What follows belongs to an exercise in optimizing a design on an open flow for small area; a production flow would make more cautious choices. Only simulation tests tie the RTL to the original design; equivalence was not proved.

==> trial 13: inputs <==
Design fme_satd_8x8, start of the top module:
module fme_satd_8x8 (
    clk,
    rstn,
    cur_p0_i, cur_p1_i, cur_p2_i, cur_p3_i,
    cur_p4_i, cur_p5_i, cur_p6_i, cur_p7_i,
    sp0_i,    sp1_i,    sp2_i,    sp3_i,
    sp4_i,    sp5_i,    sp6_i,    sp7_i,
    sp_valid_i,
    satd_8x8_o,
    satd_8x8_valid_o
);
input                                 clk;
input                                 rstn;
input		[8-1  : 0] cur_p0_i, cur_p1_i, cur_p2_i, cur_p3_i;
input		[8-1  : 0] cur_p4_i, cur_p5_i, cur_p6_i, cur_p7_i;
input           [8-1  : 0] sp0_i,    sp1_i,    sp2_i,    sp3_i;
input           [8-1  : 0] sp4_i,    sp5_i,    sp6_i,    sp7_i;
input                                 sp_valid_i;
output          [17              : 0] satd_8x8_o;
output                                satd_8x8_valid_o;
reg  [2:0] cnt;           
reg        win;           
wire       adv = sp_valid_i | win;
always @(posedge clk or negedge rstn) begin
    if (~rstn) begin
        cnt <= 3'd0;
        win <= 1'b0;
    end else if (adv) begin
        cnt <= cnt + 3'd1;
        if (cnt == 3'd7) win <= sp_valid_i;
    end
end
reg        adv1;
reg  [1:0] cnt1;
reg  [2:0] load_d;        
reg  [3:0] done_d;        
always @(posedge clk) begin
    adv1   <= adv;
    cnt1   <= cnt[1:0];
    load_d <= {load_d[1:0], adv & (cnt == 3'd7)};
end
always @(posedge clk or negedge rstn) begin
    if (~rstn) done_d <= 4'd0;
    else       done_d <= {done_d[2:0], win & (cnt == 3'd6)};
end
assign satd_8x8_valid_o = done_d[3];
wire [8-1:0] cur [0:7];
wire [8-1:0] sp  [0:7];
  ...
==> module fme_satd_8x8, before the edit <==
module fme_satd_8x8 (
    clk,
    rstn,
    cur_p0_i, cur_p1_i, cur_p2_i, cur_p3_i,
    cur_p4_i, cur_p5_i, cur_p6_i, cur_p7_i,
    sp0_i,    sp1_i,    sp2_i,    sp3_i,
    sp4_i,    sp5_i,    sp6_i,    sp7_i,
    sp_valid_i,
    satd_8x8_o,
    satd_8x8_valid_o
);
input                                 clk;
input                                 rstn;
input		[8-1  : 0] cur_p0_i, cur_p1_i, cur_p2_i, cur_p3_i;
input		[8-1  : 0] cur_p4_i, cur_p5_i, cur_p6_i, cur_p7_i;
input           [8-1  : 0] sp0_i,    sp1_i,    sp2_i,    sp3_i;
input           [8-1  : 0] sp4_i,    sp5_i,    sp6_i,    sp7_i;
input                                 sp_valid_i;
output          [17              : 0] satd_8x8_o;
output                                satd_8x8_valid_o;
reg  [2:0] cnt;           
reg        win;           
wire       adv = sp_valid_i | win;
always @(posedge clk or negedge rstn) begin
    if (~rstn) begin
        cnt <= 3'd0;
        win <= 1'b0;
    end else if (adv) begin
        cnt <= cnt + 3'd1;
        if (cnt == 3'd7) win <= sp_valid_i;
    end
end
reg        adv1;
reg  [1:0] cnt1;
reg  [2:0] load_d;        
reg  [3:0] done_d;        
always @(posedge clk) begin
    adv1   <= adv;
    cnt1   <= cnt[1:0];
    load_d <= {load_d[1:0], adv & (cnt == 3'd7)};
end
always @(posedge clk or negedge rstn) begin
    if (~rstn) done_d <= 4'd0;
    else       done_d <= {done_d[2:0], win & (cnt == 3'd6)};
end
assign satd_8x8_valid_o = done_d[3];
wire [8-1:0] cur [0:7];
wire [8-1:0] sp  [0:7];
assign cur[0] = cur_p0_i; assign cur[1] = cur_p1_i; assign cur[2] = cur_p2_i; assign cur[3] = cur_p3_i;
assign cur[4] = cur_p4_i; assign cur[5] = cur_p5_i; assign cur[6] = cur_p6_i; assign cur[7] = cur_p7_i;
assign sp[0]  = sp0_i;    assign sp[1]  = sp1_i;    assign sp[2]  = sp2_i;    assign sp[3]  = sp3_i;
assign sp[4]  = sp4_i;    assign sp[5]  = sp5_i;    assign sp[6]  = sp6_i;    assign sp[7]  = sp7_i;
reg  [9:0]  f1 [0:3][0:7];
reg  [10:0] f2 [0:1][0:7];
reg  [11:0] f3 [0:7];
reg  [9:0]  r1 [0:7];       
reg  [11:0] r2 [0:7];       
wire h1 = cnt[2];
wire h2 = cnt1[1];
wire h3 = cnt1[0];
genvar g;
generate
for (g = 0; g < 8; g = g + 1) begin : lane
    wire [8:0] x1;
    satd_rca #(9) u_d (.a({1'b0, cur[g]}), .b({1'b1, ~sp[g]}), .ci(1'b1), .s(x1));
    wire [9:0] x1e = {x1[8], x1};
    wire [9:0] o1, i1;
    satd_rca #(10) u_o1 (.a(f1[3][g]), .b(x1e & {10{h1}}),    .ci(1'b0), .s(o1));
    satd_rca #(10) u_i1 (.a(x1e),      .b(~f1[3][g] & {10{h1}}), .ci(h1), .s(i1));
    always @(posedge clk) begin
        if (adv) begin
            f1[0][g] <= i1;
            f1[1][g] <= f1[0][g];
            f1[2][g] <= f1[1][g];
            f1[3][g] <= f1[2][g];
        end
        r1[g] <= o1;
    end
    wire [10:0] x2e = {r1[g][9], r1[g]};
    wire [10:0] o2, i2;
    satd_rca #(11) u_o2 (.a(f2[1][g]), .b(x2e & {11{h2}}),    .ci(1'b0), .s(o2));
    satd_rca #(11) u_i2 (.a(x2e),      .b(~f2[1][g] & {11{h2}}), .ci(h2), .s(i2));
    always @(posedge clk) if (adv1) begin
        f2[0][g] <= i2;
        f2[1][g] <= f2[0][g];
    end
    wire [11:0] x3e = {o2[10], o2};
    wire [11:0] o3, i3;
    satd_rca #(12) u_o3 (.a(f3[g]), .b(x3e & {12{h3}}),    .ci(1'b0), .s(o3));
    satd_rca #(12) u_i3 (.a(x3e),   .b(~f3[g] & {12{h3}}), .ci(h3), .s(i3));
    always @(posedge clk) begin
        if (adv1) f3[g] <= i3;
        r2[g] <= o3;
    end
end
endgenerate
wire [12:0] a [0:7];
wire [13:0] b [0:7];
reg  [13:0] r3 [0:7];
generate
for (g = 0; g < 4; g = g + 1) begin : rs1
    satd_rca #(13) u_s (.a({r2[g][11], r2[g]}), .b({r2[g+4][11], r2[g+4]}),  .ci(1'b0), .s(a[g]));
    satd_rca #(13) u_d (.a({r2[g][11], r2[g]}), .b(~{r2[g+4][11], r2[g+4]}), .ci(1'b1), .s(a[g+4]));
end
for (g = 0; g < 4; g = g + 1) begin : rs2
    localparam integer I = (g < 2) ? g : g + 2;    
    wire [13:0] ae  = {a[I][12],   a[I]};
    wire [13:0] ae2 = {a[I+2][12], a[I+2]};
    satd_rca #(14) u_s (.a(ae), .b(ae2),  .ci(1'b0), .s(b[I]));
    satd_rca #(14) u_d (.a(ae), .b(~ae2), .ci(1'b1), .s(b[I+2]));
end
for (g = 0; g < 8; g = g + 1) begin : rr3
    always @(posedge clk) r3[g] <= b[g];
end
endgenerate
wire [12:0] mv [0:3];      
wire [3:0]  ms;            
generate
for (g = 0; g < 4; g = g + 1) begin : mx
    wire [13:0] p = r3[2*g];
    wire [13:0] q = r3[2*g+1];
    wire        same = ~(p[13] ^ q[13]);
    wire [14:0] r = {p[13], p} + {q[13] ^ same, q ^ {14{same}}} + {14'd0, same};
    wire        selp = ~(r[14] ^ p[13]);
    wire [13:0] v = selp ? p : q;
    assign mv[g] = v[12:0] ^ {13{v[13]}};
    assign ms[g] = v[13];
end
endgenerate
reg  [15:0] acc;
wire [15:0] acc_n = (load_d[2] ? 16'd1 : acc) + mv[0] + mv[1] + mv[2] + mv[3]
                    + ms[0] + ms[1] + ms[2] + ms[3];
always @(posedge clk) acc <= acc_n;
assign satd_8x8_o = {3'b000, acc[15:1]};
endmodule
Settings: LEC_CHECK=0, CAP_MARGIN=20, CORE_MARGIN=2, CORE_UTILIZATION=60, CTS_BUF_LIST=sky130_fd_sc_hd__clkbuf_8, CTS_CLUSTER_DIAMETER=50, CTS_CLUSTER_SIZE=16, SETUP_SLACK_MARGIN=0.1, SLEW_MARGIN=20; clock period 7.0 ns.
standard.sh (not shown) runs the stock make flow with config.mk's settings and CLKGATE_MAP_FILE= SYNTH_SCRIPT=/design/flow/synth_recipe.tcl, a recipe that flattens the netlist after the stock synthesis.
==> flow/flow/run.sh <==
#!/bin/bash
# Own layout flow: the standard layout (standard.sh) with three changes.
#  1. After the standard synthesis (unchanged), the combinational logic is mapped again
#     (post.tcl): registers, full/half adders and tie cells are kept as synthesized.
#  2. Port buffers use the smallest buffer cell (buffer_ports -buffer_cell).
#  3. Clock tree synthesis without dummy loads, with config.mk's clustering settings.
# Each tool's output goes to its own log file in the work folder.
set -euo pipefail
W="$(cd "$(dirname "${BASH_SOURCE[0]}")/.." && pwd)"
cd "$W"
F="$W/flow"
PLAT="${FLOW_PLATFORM:-sky130hd}"
R="$W/orfs/results/$PLAT/fme_satd_8x8/base"
LIB="$FLOW_HOME/platforms/$PLAT/lib/sky130_fd_sc_hd__tt_025C_1v80.lib"
PORTBUF="BUFFER_PORTS_ARGS=-buffer_cell sky130_fd_sc_hd__buf_1"
# CTS as the standard flow runs it with config.mk's settings, without dummy loads
CTS="CTS_ARGS=-sink_clustering_enable -repair_clock_nets -sink_clustering_size 16 -sink_clustering_max_diameter 50 -buf_list sky130_fd_sc_hd__clkbuf_8 -dont_use_dummy_load"

# 1. the standard synthesis
bash standard.sh "$PORTBUF" "$R/1_2_yosys.v" > "$W/log_1_synth.log" 2>&1
cp "$R/1_2_yosys.v" "$W/standard_1_2_yosys.v"

# 2. map the combinational logic again
P="$W/post"
mkdir -p "$P"
python3 "$F/gen_models.py" "$LIB" "$P/models.v" \
    sky130_fd_sc_hd__fa_1,sky130_fd_sc_hd__fa_2,sky130_fd_sc_hd__fa_4,sky130_fd_sc_hd__ha_1,sky130_fd_sc_hd__ha_2,sky130_fd_sc_hd__ha_4 \
    > "$W/log_2_models.log" 2>&1
POST_LIB="$LIB" POST_MODELS="$P/models.v" POST_NET="$W/standard_1_2_yosys.v" \
POST_TOP="${FLOW_TOP:-fme_satd_8x8}" POST_DIR="$P" POST_PY="$F/polarity.py" \
POST_ABC="$F/abc_area.script" POST_OUT="$P/1_2_yosys.v" \
    yosys -c "$F/post.tcl" > "$W/log_2_post.log" 2>&1
cp "$P/1_2_yosys.v" "$R/1_2_yosys.v"

# 3. the rest of the standard layout
bash standard.sh "$PORTBUF" "$CTS" finish > "$W/log_3_layout.log" 2>&1
Other scripts of this flow, unchanged in this note and not shown: flow/flow/abc_area.script, flow/flow/gen_models.py, flow/flow/polarity.py, flow/flow/post.tcl
==> build 28: changes against trial 13 <==
--- a/flow/design.v
+++ b/flow/design.v
@@ -14,6 +14,16 @@
     assign c[i+1] = (a[i] & b[i]) | (c[i] & (a[i] ^ b[i]));
 end
 endgenerate
+endmodule
+module satd_csa #(parameter W = 8) (
+    input  [W-1:0] a,
+    input  [W-1:0] b,
+    input  [W-1:0] c,
+    output [W-1:0] s,
+    output [W-1:0] co
+);
+assign s  = a ^ b ^ c;
+assign co = (a & b) | (c & (a ^ b));
 endmodule
 module fme_satd_8x8 (
     clk,
@@ -137,16 +147,35 @@
     wire [13:0] p = r3[2*g];
     wire [13:0] q = r3[2*g+1];
     wire        same = ~(p[13] ^ q[13]);
-    wire [14:0] r = {p[13], p} + {q[13] ^ same, q ^ {14{same}}} + {14'd0, same};
-    wire        selp = ~(r[14] ^ p[13]);
+    wire [13:0] qq = q ^ {14{same}};
+    wire [14:0] c;                       
+    assign c[0] = same;
+    genvar k;
+    for (k = 0; k < 14; k = k + 1) begin : ch
+        assign c[k+1] = (p[k] & qq[k]) | (c[k] & (p[k] | qq[k]));
+    end
+    wire        selp = c[14] ^ p[13];
     wire [13:0] v = selp ? p : q;
     assign mv[g] = v[12:0] ^ {13{v[13]}};
     assign ms[g] = v[13];
 end
 endgenerate
-reg  [15:0] acc;
-wire [15:0] acc_n = (load_d[2] ? 16'd1 : acc) + mv[0] + mv[1] + mv[2] + mv[3]
-                    + ms[0] + ms[1] + ms[2] + ms[3];
-always @(posedge clk) acc <= acc_n;
+wire        load = load_d[2];
+reg  [15:0] accs, accc;
+wire [15:0] sg = {accs[15:1] & {15{~load}}, accs[0] | load};
+wire [15:0] cg = accc & {16{~load}};
+wire [12:0] s1, k1;
+satd_csa #(13) u_l1a (.a(mv[0]), .b(mv[1]), .c(mv[2]), .s(s1), .co(k1));
+wire [15:0] s2, k2;
+satd_csa #(16) u_l1b (.a({3'b000, mv[3]}), .b(sg), .c(cg), .s(s2), .co(k2));
+wire [15:0] s3, k3;
+satd_csa #(16) u_l2 (.a({3'b000, s1}), .b({2'b00, k1, ms[0]}), .c(s2), .s(s3), .co(k3));
+wire [15:0] s4, k4;
+satd_csa #(16) u_l3 (.a(s3), .b({k3[14:0], ms[1]}), .c({k2[14:0], ms[2]}), .s(s4), .co(k4));
+always @(posedge clk) begin
+    accs <= s4;
+    accc <= {k4[14:0], ms[3]};
+end
+wire [15:0] acc = accs + accc;
 assign satd_8x8_o = {3'b000, acc[15:1]};
 endmodule
--- a/flow/flow/run.sh
+++ b/flow/flow/run.sh
@@ -3,7 +3,8 @@
 #  1. After the standard synthesis (unchanged), the combinational logic is mapped again
 #     (post.tcl): registers, full/half adders and tie cells are kept as synthesized.
 #  2. Port buffers use the smallest buffer cell (buffer_ports -buffer_cell).
-#  3. Clock tree synthesis without dummy loads, with config.mk's clustering settings.
+#  3. Clock tree synthesis with clkbuf_8 buffers, sinks clustered by 16 within 75 um, and
+#     no dummy loads.
 # Each tool's output goes to its own log file in the work folder.
 set -euo pipefail
 W="$(cd "$(dirname "${BASH_SOURCE[0]}")/.." && pwd)"
@@ -13,8 +14,8 @@
 R="$W/orfs/results/$PLAT/fme_satd_8x8/base"
 LIB="$FLOW_HOME/platforms/$PLAT/lib/sky130_fd_sc_hd__tt_025C_1v80.lib"
 PORTBUF="BUFFER_PORTS_ARGS=-buffer_cell sky130_fd_sc_hd__buf_1"
-# CTS as the standard flow runs it with config.mk's settings, without dummy loads
-CTS="CTS_ARGS=-sink_clustering_enable -repair_clock_nets -sink_clustering_size 16 -sink_clustering_max_diameter 50 -buf_list sky130_fd_sc_hd__clkbuf_8 -dont_use_dummy_load"
+# CTS as the standard flow runs it, with these settings and without dummy loads
+CTS="CTS_ARGS=-sink_clustering_enable -repair_clock_nets -sink_clustering_size 16 -sink_clustering_max_diameter 75 -buf_list sky130_fd_sc_hd__clkbuf_8 -dont_use_dummy_load"
 
 # 1. the standard synthesis
 bash standard.sh "$PORTBUF" "$R/1_2_yosys.v" > "$W/log_1_synth.log" 2>&1
==> flow/config.mk (replaced) <==
export PLATFORM = sky130hd
export DESIGN_NAME = fme_satd_8x8
export DESIGN_NICKNAME = fme_satd_8x8
export VERILOG_FILES = /design/flow/design.v
export SDC_FILE = /design/flow/constraint.sdc
export NUM_CORES = 4
export LEC_CHECK = 0
export CAP_MARGIN = 20
export CORE_MARGIN = 2
export CORE_UTILIZATION = 70
export SLEW_MARGIN = 20
==> build 81: changes against trial 13 <==
--- a/flow/design.v
+++ b/flow/design.v
@@ -14,6 +14,16 @@
     assign c[i+1] = (a[i] & b[i]) | (c[i] & (a[i] ^ b[i]));
 end
 endgenerate
+endmodule
+module satd_csa #(parameter W = 8) (
+    input  [W-1:0] a,
+    input  [W-1:0] b,
+    input  [W-1:0] c,
+    output [W-1:0] s,
+    output [W-1:0] co
+);
+assign s  = a ^ b ^ c;
+assign co = (a & b) | (c & (a ^ b));
 endmodule
 module fme_satd_8x8 (
     clk,
@@ -137,16 +147,35 @@
     wire [13:0] p = r3[2*g];
     wire [13:0] q = r3[2*g+1];
     wire        same = ~(p[13] ^ q[13]);
-    wire [14:0] r = {p[13], p} + {q[13] ^ same, q ^ {14{same}}} + {14'd0, same};
-    wire        selp = ~(r[14] ^ p[13]);
+    wire [13:0] qq = q ^ {14{same}};
+    wire [14:0] c;                       
+    assign c[0] = same;
+    genvar k;
+    for (k = 0; k < 14; k = k + 1) begin : ch
+        assign c[k+1] = (p[k] & qq[k]) | (c[k] & (p[k] | qq[k]));
+    end
+    wire        selp = c[14] ^ p[13];
     wire [13:0] v = selp ? p : q;
     assign mv[g] = v[12:0] ^ {13{v[13]}};
     assign ms[g] = v[13];
 end
 endgenerate
-reg  [15:0] acc;
-wire [15:0] acc_n = (load_d[2] ? 16'd1 : acc) + mv[0] + mv[1] + mv[2] + mv[3]
-                    + ms[0] + ms[1] + ms[2] + ms[3];
-always @(posedge clk) acc <= acc_n;
+wire        load = load_d[2];
+reg  [15:0] accs, accc;
+wire [15:0] sg = {accs[15:1] & {15{~load}}, accs[0] | load};
+wire [15:0] cg = accc & {16{~load}};
+wire [12:0] s1, k1;
+satd_csa #(13) u_l1a (.a(mv[0]), .b(mv[1]), .c(mv[2]), .s(s1), .co(k1));
+wire [15:0] s2, k2;
+satd_csa #(16) u_l1b (.a({3'b000, mv[3]}), .b(sg), .c(cg), .s(s2), .co(k2));
+wire [15:0] s3, k3;
+satd_csa #(16) u_l2 (.a({3'b000, s1}), .b({2'b00, k1, ms[0]}), .c(s2), .s(s3), .co(k3));
+wire [15:0] s4, k4;
+satd_csa #(16) u_l3 (.a(s3), .b({k3[14:0], ms[1]}), .c({k2[14:0], ms[2]}), .s(s4), .co(k4));
+always @(posedge clk) begin
+    accs <= s4;
+    accc <= {k4[14:0], ms[3]};
+end
+wire [15:0] acc = accs + accc;
 assign satd_8x8_o = {3'b000, acc[15:1]};
 endmodule
--- a/flow/flow/run.sh
+++ b/flow/flow/run.sh
@@ -14,7 +14,7 @@
 LIB="$FLOW_HOME/platforms/$PLAT/lib/sky130_fd_sc_hd__tt_025C_1v80.lib"
 PORTBUF="BUFFER_PORTS_ARGS=-buffer_cell sky130_fd_sc_hd__buf_1"
 # CTS as the standard flow runs it with config.mk's settings, without dummy loads
-CTS="CTS_ARGS=-sink_clustering_enable -repair_clock_nets -sink_clustering_size 16 -sink_clustering_max_diameter 50 -buf_list sky130_fd_sc_hd__clkbuf_8 -dont_use_dummy_load"
+CTS="CTS_ARGS=-sink_clustering_enable -repair_clock_nets -sink_clustering_size 16 -sink_clustering_max_diameter 75 -buf_list sky130_fd_sc_hd__clkbuf_8 -dont_use_dummy_load"
 
 # 1. the standard synthesis
 bash standard.sh "$PORTBUF" "$R/1_2_yosys.v" > "$W/log_1_synth.log" 2>&1
==> flow/config.mk (replaced) <==
export PLATFORM = sky130hd
export DESIGN_NAME = fme_satd_8x8
export DESIGN_NICKNAME = fme_satd_8x8
export VERILOG_FILES = /design/flow/design.v
export SDC_FILE = /design/flow/constraint.sdc
export NUM_CORES = 4
export LEC_CHECK = 0
export CAP_MARGIN = 20
export CORE_MARGIN = 2
export CORE_UTILIZATION = 88
export PLACE_DENSITY = 0.92
export SLEW_MARGIN = 20
==> build 92: changes against trial 13 <==
--- a/flow/design.v
+++ b/flow/design.v
@@ -14,6 +14,16 @@
     assign c[i+1] = (a[i] & b[i]) | (c[i] & (a[i] ^ b[i]));
 end
 endgenerate
+endmodule
+module satd_csa #(parameter W = 8) (
+    input  [W-1:0] a,
+    input  [W-1:0] b,
+    input  [W-1:0] c,
+    output [W-1:0] s,
+    output [W-1:0] co
+);
+assign s  = a ^ b ^ c;
+assign co = (a & b) | (c & (a ^ b));
 endmodule
 module fme_satd_8x8 (
     clk,
@@ -137,16 +147,35 @@
     wire [13:0] p = r3[2*g];
     wire [13:0] q = r3[2*g+1];
     wire        same = ~(p[13] ^ q[13]);
-    wire [14:0] r = {p[13], p} + {q[13] ^ same, q ^ {14{same}}} + {14'd0, same};
-    wire        selp = ~(r[14] ^ p[13]);
+    wire [13:0] qq = q ^ {14{same}};
+    wire [14:0] c;                       
+    assign c[0] = same;
+    genvar k;
+    for (k = 0; k < 14; k = k + 1) begin : ch
+        assign c[k+1] = (p[k] & qq[k]) | (c[k] & (p[k] | qq[k]));
+    end
+    wire        selp = c[14] ^ p[13];
     wire [13:0] v = selp ? p : q;
     assign mv[g] = v[12:0] ^ {13{v[13]}};
     assign ms[g] = v[13];
 end
 endgenerate
-reg  [15:0] acc;
-wire [15:0] acc_n = (load_d[2] ? 16'd1 : acc) + mv[0] + mv[1] + mv[2] + mv[3]
-                    + ms[0] + ms[1] + ms[2] + ms[3];
-always @(posedge clk) acc <= acc_n;
+wire        load = load_d[2];
+reg  [15:0] accs, accc;
+wire [15:0] sg = {accs[15:1] & {15{~load}}, accs[0] | load};
+wire [15:0] cg = accc & {16{~load}};
+wire [12:0] s1, k1;
+satd_csa #(13) u_l1a (.a(mv[0]), .b(mv[1]), .c(mv[2]), .s(s1), .co(k1));
+wire [15:0] s2, k2;
+satd_csa #(16) u_l1b (.a({3'b000, mv[3]}), .b(sg), .c(cg), .s(s2), .co(k2));
+wire [15:0] s3, k3;
+satd_csa #(16) u_l2 (.a({3'b000, s1}), .b({2'b00, k1, ms[0]}), .c(s2), .s(s3), .co(k3));
+wire [15:0] s4, k4;
+satd_csa #(16) u_l3 (.a(s3), .b({k3[14:0], ms[1]}), .c({k2[14:0], ms[2]}), .s(s4), .co(k4));
+always @(posedge clk) begin
+    accs <= s4;
+    accc <= {k4[14:0], ms[3]};
+end
+wire [15:0] acc = accs + accc;
 assign satd_8x8_o = {3'b000, acc[15:1]};
 endmodule
--- a/flow/config.mk
+++ b/flow/config.mk
@@ -11,5 +11,4 @@
 export CTS_BUF_LIST = sky130_fd_sc_hd__clkbuf_8
 export CTS_CLUSTER_DIAMETER = 50
 export CTS_CLUSTER_SIZE = 16
-export SETUP_SLACK_MARGIN = 0.1
 export SLEW_MARGIN = 20
==> comparison table <==
Multi-input gate area in the final layout: build 92 21800 µm²; build 81 -; build 28 21800 µm²; trial 13 22400 µm²
Number of buffers created by CTS: build 92 102; build 81 67; build 28 67; trial 13 104
Worst R2R Setup Slack: build 92 0.36 ns; build 81 -; build 28 0.38 ns; trial 13 -0.22 ns
Min-delay src: build 92 load_d[0]$_DFF_P_; build 81 -; build 28 done_d[2]$_DFF_PN0_; trial 13 load_d[0]$_DFF_P_
Flip-flop and latch area: build 92 24400 µm²; build 81 -; build 28 24400 µm²; trial 13 24100 µm²
Wire length on met2: build 92 41.0 mm; build 81 -; build 28 41.1 mm; trial 13 45.7 mm
Sequential share of cell area: build 92 47.6%; build 81 -; build 28 48.3%; trial 13 46.1%
Setup total negative slack: build 92 0 ns; build 81 -; build 28 0 ns; trial 13 -0.488 ns
Kind of end point of the critical path: build 92 flip-flop; build 81 -; build 28 flip-flop; trial 13 flip-flop
CP Depth: build 92 18; build 81 -; build 28 18; trial 13 38
Launch point of the critical path: build 92 cnt1[1]$_DFF_P_; build 81 -; build 28 cnt1[1]$_DFF_P_; trial 13 r3[5][13]$_DFF_P_
Outcome: build 92 timing/DRC/antenna clean; build 81 stopped before the end; build 28 timing/DRC/antenna clean; trial 13 complete, but fails checks
Failing step: build 92 -; build 81 global routing; build 28 -; trial 13 -
Layout check failures: build 92 -; build 81 -; build 28 -; trial 13 negative setup slack
Most frequent standard cell in the layout excluding fill and tap cells: build 92 fa_1; build 81 -; build 28 fa_1; trial 13 fa_1
Total of cells resized after clock tree synthesis: build 92 0; build 81 10; build 28 0; trial 13 37
Final Critical Period: build 92 6.64 ns; build 81 -; build 28 6.62 ns; trial 13 7.22 ns
Clock tree from TritonCTS: build 92 yes; build 81 -; build 28 yes; trial 13 yes
Sum of net half-perimeters after detailed placement: build 92 68.3 mm; build 81 87.0 mm; build 28 65.8 mm; trial 13 74.2 mm
Final setup slack of the worst path: build 92 0.364 ns; build 81 -; build 28 0.378 ns; trial 13 -0.223 ns
Number of placed cells counting well taps: build 92 4488; build 81 4116; build 28 4297; trial 13 4528

-- afterwards: timing with drivers on the ports --
The flow's constraints put no driver on any port. The routed layouts listed below were extracted and timed again, unchanged, in two steps.
Step 1 sets driving cells, clkbuf_16 on the clock port and buf_2 on the other inputs (assumed; they add their load-dependent delay and slew).
Step 2 moves the port delays by t, midway between the first and last clock arrival at a register: inputs arrive t later, outputs are due t later. That takes back most of the time a late clock gives input paths.
Three values: ideal ports, drivers, drivers and shift; two values: the first two.
| run | t, ns | setup WS [ns] | slew at the worst register clock pin (ns) | pins driven straight from the clock port |
|---|---|---|---|---|
| trial 13 | 0.764 | -0.223 / -0.223 / -0.223 | 0.10 / 0.10 | 1 |
| build 28 | 0.738 | 0.378 / 0.378 / 0.355 | 0.11 / 0.11 | 1 |
| build 92 | 0.754 | 0.364 / 0.364 / 0.320 | 0.10 / 0.10 | 1 |
The setup slack of build 92, which loses most, moves by 0.000 ns with the drivers and by -0.044 ns with both steps.
